This design comes from an exercise in tuning for small area on the open sky130 flow, not from production work.
The RTL was checked by simulation tests, not by an equivalence proof against the original design.
Power figures rest on the tool's default switching activity, not on a simulated workload.

## fjord
==> flow/design.v (excerpt) <==
module Pooling #(
    parameter DATA_WIDTH = 8,
    parameter MAP_WIDTH = 10
)(
    input clk,
    input rst_n,
    input [DATA_WIDTH-1:0] input_data,
    output [DATA_WIDTH-1:0] output_data,
    output done
);
For scale: about 210 flip-flops, ~5500 µm² of cells after synthesis.
clock: 5.0 ns
lec_check: 0
cap_margin: 20
core_margin: 2
core_utilization: 70
slew_margin: 20
standard.sh (not shown) runs the stock make flow with config.mk's settings and CLKGATE_MAP_FILE= SYNTH_SCRIPT=/design/flow/synth_recipe.tcl, a recipe that flattens the netlist after the stock synthesis.
==> flow/flow/run.sh <==
#!/bin/bash
# Standard layout, with a leaner clock tree (no dummy loads) and small port buffers.
set -euo pipefail
bash standard.sh \
  "CTS_ARGS=-sink_clustering_enable -repair_clock_nets -dont_use_dummy_load -buf_list sky130_fd_sc_hd__clkbuf_4 -sink_clustering_size 16" \
  "BUFFER_PORTS_ARGS=-buffer_cell sky130_fd_sc_hd__buf_1" \
  finish > standard.log 2>&1
fjord completed every stage of the flow, and the final layout passed the timing, design-rule and antenna checks.
Edits applied to the flow inputs when going from fjord to xenon:
Settings: CORE_UTILIZATION changed from 70 to 40.
==> flow/run.sh (new file) <==
#!/bin/bash
# synth_recipe.tcl (not shown) runs the flow's synth.tcl, then flattens the netlist and writes it again
# the make line also repeats each setting of config.mk as NAME=value (left out here)
make -C /OpenROAD-flow-scripts/flow DESIGN_CONFIG=/design/flow/config.mk WORK_HOME=/design/flow/orfs CLKGATE_MAP_FILE= SYNTH_SCRIPT=/design/flow/synth_recipe.tcl finish
removed: flow/flow/run.sh
removed: flow/standard.sh
Findings:
Timing, DRC, antenna: 0 failures across xenon and fjord
Final cell area: xenon above fjord
xenon ended with less highest clock rate than fjord.
Across both runs, internal power of the cells was higher for xenon than for fjord.
As of xenon, sum of met3 wire segment lengths after detailed routing had risen by a few percent compared to fjord.
Comparing fraction of power spent switching nets for xenon and fjord, the bigger number came from fjord.
The number of max-capacitance violations reported was comparable across xenon and fjord.
Compared with fjord, xenon shows a core utilization that is 31 points lower.
In the metrics for xenon and fjord, the one carrying the lower sequential portion of the cell area is xenon.
[xenon vs fjord] number of clock buffers in the layout: lower in xenon
Between xenon and fjord, it is xenon whose total power is higher, by 0.52 mW.
Relative to xenon, the following input files were edited for pepper:
Settings: CORE_UTILIZATION now 70, was 40.
==> flow/flow/run.sh (new file) <==
#!/bin/bash
# Standard layout, with a leaner clock tree (no dummy loads) and small port buffers.
set -euo pipefail
bash standard.sh \
  "CTS_ARGS=-sink_clustering_enable -repair_clock_nets -dont_use_dummy_load -buf_list {sky130_fd_sc_hd__clkbuf_8 sky130_fd_sc_hd__clkbuf_4} -sink_clustering_size 24" \
  "BUFFER_PORTS_ARGS=-buffer_cell sky130_fd_sc_hd__buf_1" \
  finish > standard.log 2>&1
==> flow/standard.sh (new file) <==
#!/bin/bash
# synth_recipe.tcl (not shown) runs the flow's synth.tcl, then flattens the netlist and writes it again
# the make line also repeats each setting of config.mk as NAME=value (left out here)
make -C /OpenROAD-flow-scripts/flow DESIGN_CONFIG=/design/flow/config.mk WORK_HOME=/design/flow/orfs CLKGATE_MAP_FILE= SYNTH_SCRIPT=/design/flow/synth_recipe.tcl "${@:-finish}"
removed: flow/run.sh
==> comparison <==
- In the flow results for xenon and pepper, the post-route clock period utilization is smaller on pepper.
- On pepper: sequential share of layout area is 5.3 points higher than what xenon gave.
- Via count normalized by instance count (lower): xenon
- In the final design statistics, pepper uses fewer standard cells in total than xenon.
- The synthesis-to-finish area growth reported for pepper is smaller than that of xenon by 8.5 points.
- Wire length on met3 went down by a little under 10% going from xenon to pepper.
- Compared with xenon, pepper shows a lower wire length of the first global-routing pass.
- pepper did not stop at any stage, and its layout met the timing, design-rule and antenna checks.
- Comparing xenon and pepper, the lower clock network power share is on pepper.
- In the metrics for xenon and pepper, the one carrying the higher worst setup slack is pepper.
Modified inputs, amber compared to pepper
==> flow/flow/run.sh <==
#!/bin/bash
# Standard layout, with a leaner clock tree (no dummy loads) and small port buffers.
set -euo pipefail
bash standard.sh \
  "CTS_ARGS=-sink_clustering_enable -repair_clock_nets -dont_use_dummy_load -buf_list sky130_fd_sc_hd__clkbuf_4 -sink_clustering_size 12 -sink_clustering_max_diameter 150" \
  "BUFFER_PORTS_ARGS=-buffer_cell sky130_fd_sc_hd__buf_1" \
  finish > standard.log 2>&1
Notes after the runs:
Per the comparison of amber with pepper, maximum cell stage delay along the critical path saw little to no change; required time reported for the critical path endpoint higher; largest net degree at the start of global routing did not really move. [diff] tightest slew margin relative to the limit, amber relative to pepper: regression. Of amber and pepper, amber shows the higher clock insertion delay at the later pin of the skew report, with pepper below it. Looking at part of the total power dissipated in the clock network across amber and pepper, the one that comes out lower is amber. pepper -> amber: routed length on met1 decreased slightly. amber vs. pepper: count of clock-net buffers in the final layout went down, routed via count saw a decrease.

* * *

== run a ==
Starting RTL as in the previous note.
export LEC_CHECK = 0
export CAP_MARGIN = 20
export CORE_MARGIN = 2
export CORE_UTILIZATION = 80
export SLEW_MARGIN = 20
create_clock -name core_clock -period 5.0 [get_ports {clk}]
==> flow/flow/run.sh <==
#!/bin/bash
# Layout flow: the standard synthesis, its gates re-mapped for area (flip-flops
# untouched), then the standard layout with a clock tree without dummy loads
# and with small port buffers.
set -euo pipefail
HERE=$(pwd)
source flow/knobs.sh
R=$HERE/orfs/results/$FLOW_PLATFORM/Pooling/base
bash standard.sh "${KNOBS[@]}" synth > synth_standard.log 2>&1
cp "$R/1_2_yosys.v" "$HERE/standard_synth.v"
RS_LIB=$FLOW_HOME/platforms/$FLOW_PLATFORM/lib/sky130_fd_sc_hd__tt_025C_1v80.lib \
RS_IN=$HERE/standard_synth.v RS_OUT=$HERE/resynth.v RS_TOP=$FLOW_TOP \
RS_ABC=$HERE/flow/area.abc RS_STAT=$HERE/resynth_stat.txt \
  "$FLOW_HOME/../tools/install/yosys/bin/yosys" -c flow/resynth.tcl > resynth.log 2>&1
cp "$HERE/resynth.v" "$R/1_2_yosys.v"
rm -f "$R/1_synth.odb" "$R/1_synth.sdc"
bash standard.sh "${KNOBS[@]}" synth > synth_odb.log 2>&1
bash standard.sh "${KNOBS[@]}" finish > finish.log 2>&1
==> flow/flow/area.abc <==
strash
ifraig
dc2
dch -f
map -a
topo
strash
dch -f
map -a
==> flow/flow/knobs.sh <==
# make variables for every standard.sh call
KNOBS=(
  "CTS_ARGS=-sink_clustering_enable -repair_clock_nets -dont_use_dummy_load -buf_list sky130_fd_sc_hd__clkbuf_4 -sink_clustering_size 10 -sink_clustering_max_diameter 150"
  "BUFFER_PORTS_ARGS=-buffer_cell sky130_fd_sc_hd__buf_1"
)
==> flow/flow/resynth.tcl <==
# Re-maps the combinational logic of the standard synthesis netlist for area.
# Every flip-flop stays the instance the standard synthesis made (same name,
# same cell), so only the gates between registers change.
yosys -import
set lib $::env(RS_LIB)
read_liberty -ignore_miss_func $lib
yosys blackbox sky130_fd_sc_hd__df* sky130_fd_sc_hd__edf* sky130_fd_sc_hd__sdf* sky130_fd_sc_hd__dl* sky130_fd_sc_hd__sedf*
read_verilog $::env(RS_IN)
hierarchy -top $::env(RS_TOP)
flatten
opt -purge
abc -script $::env(RS_ABC) -liberty $lib -dont_use *probe* -dont_use *lpflow* -dont_use *fill*
read_liberty -lib -overwrite $lib
setundef -zero
splitnets
opt_clean -purge
hilomap -singleton -hicell sky130_fd_sc_hd__conb_1 HI -locell sky130_fd_sc_hd__conb_1 LO
insbuf -buf sky130_fd_sc_hd__buf_4 A X
yosys rename -hide w:*.*
check -assert -mapped
tee -o $::env(RS_STAT) stat -liberty $lib
write_verilog -noattr -nohex -nodec $::env(RS_OUT)
Inputs modified between run a and run b:
==> flow/flow/knobs.sh <==
# make variables for every standard.sh call
KNOBS=(
  "CTS_ARGS=-sink_clustering_enable -repair_clock_nets -dont_use_dummy_load -buf_list sky130_fd_sc_hd__clkbuf_8 -sink_clustering_size 20 -sink_clustering_max_diameter 150"
  "BUFFER_PORTS_ARGS=-buffer_cell sky130_fd_sc_hd__buf_1"
)
--- outcome ---
- Run b gives less average wire length per cell after detail routing than run a did.
- Run b against run a: top achievable clock speed lower; clock group share of total power -0.2 points.
- Delta (run b minus run a): met3 routed wirelength decreased about 23%; global-route usage fell by 1.7 points.
- Run b vs. run a: routed wire length went down by about 3.7%; number of search-and-repair iterations in the first detailed-routing pass was more or less identical.
- On fraction of area in multi-input gates, run b and run a are basically level.
- From run a to run b, pre-CTS setup slack did not move at all.
- Compared to run a, run b leaves less free space in the core.

## afterwards: timing with drivers on the ports
Ports are ideal in the flow. The routed layouts listed here were re-timed in OpenROAD.
Step 1 sets driving cells, clkbuf_16 on the clock port and buf_2 on the other inputs (assumed; they add their load-dependent delay and slew).
Step 2 adds t to the input delays and takes it off the output delays; t is the mean of the earliest and latest rising clock arrival at the registers after step 1. Input paths then give back, and output paths get back, about the clock's delay inside the block.
a / b / c = ideal / step 1 / step 2; a / b = the first two.
run | shift t [ns] | setup slack, ns | worst hold slack (ns)
fjord | 0.565 | 1.633 / 1.633 / 1.633 | 0.291 / 0.291 / 0.291
xenon | 0.512 | 1.577 / 1.577 / 1.577 | 0.323 / 0.323 / 0.323
pepper | 0.528 | 1.645 / 1.645 / 1.645 | 0.298 / 0.298 / 0.298
amber | 0.565 | 1.657 / 1.657 / 1.657 | 0.300 / 0.300 / 0.300
run a | 0.603 | 0.972 / 0.972 / 0.972 | 0.294 / 0.294 / 0.294
run b | 0.478 | 0.716 / 0.716 / 0.716 | 0.280 / 0.280 / 0.280
After both steps every run listed still meets setup and hold.
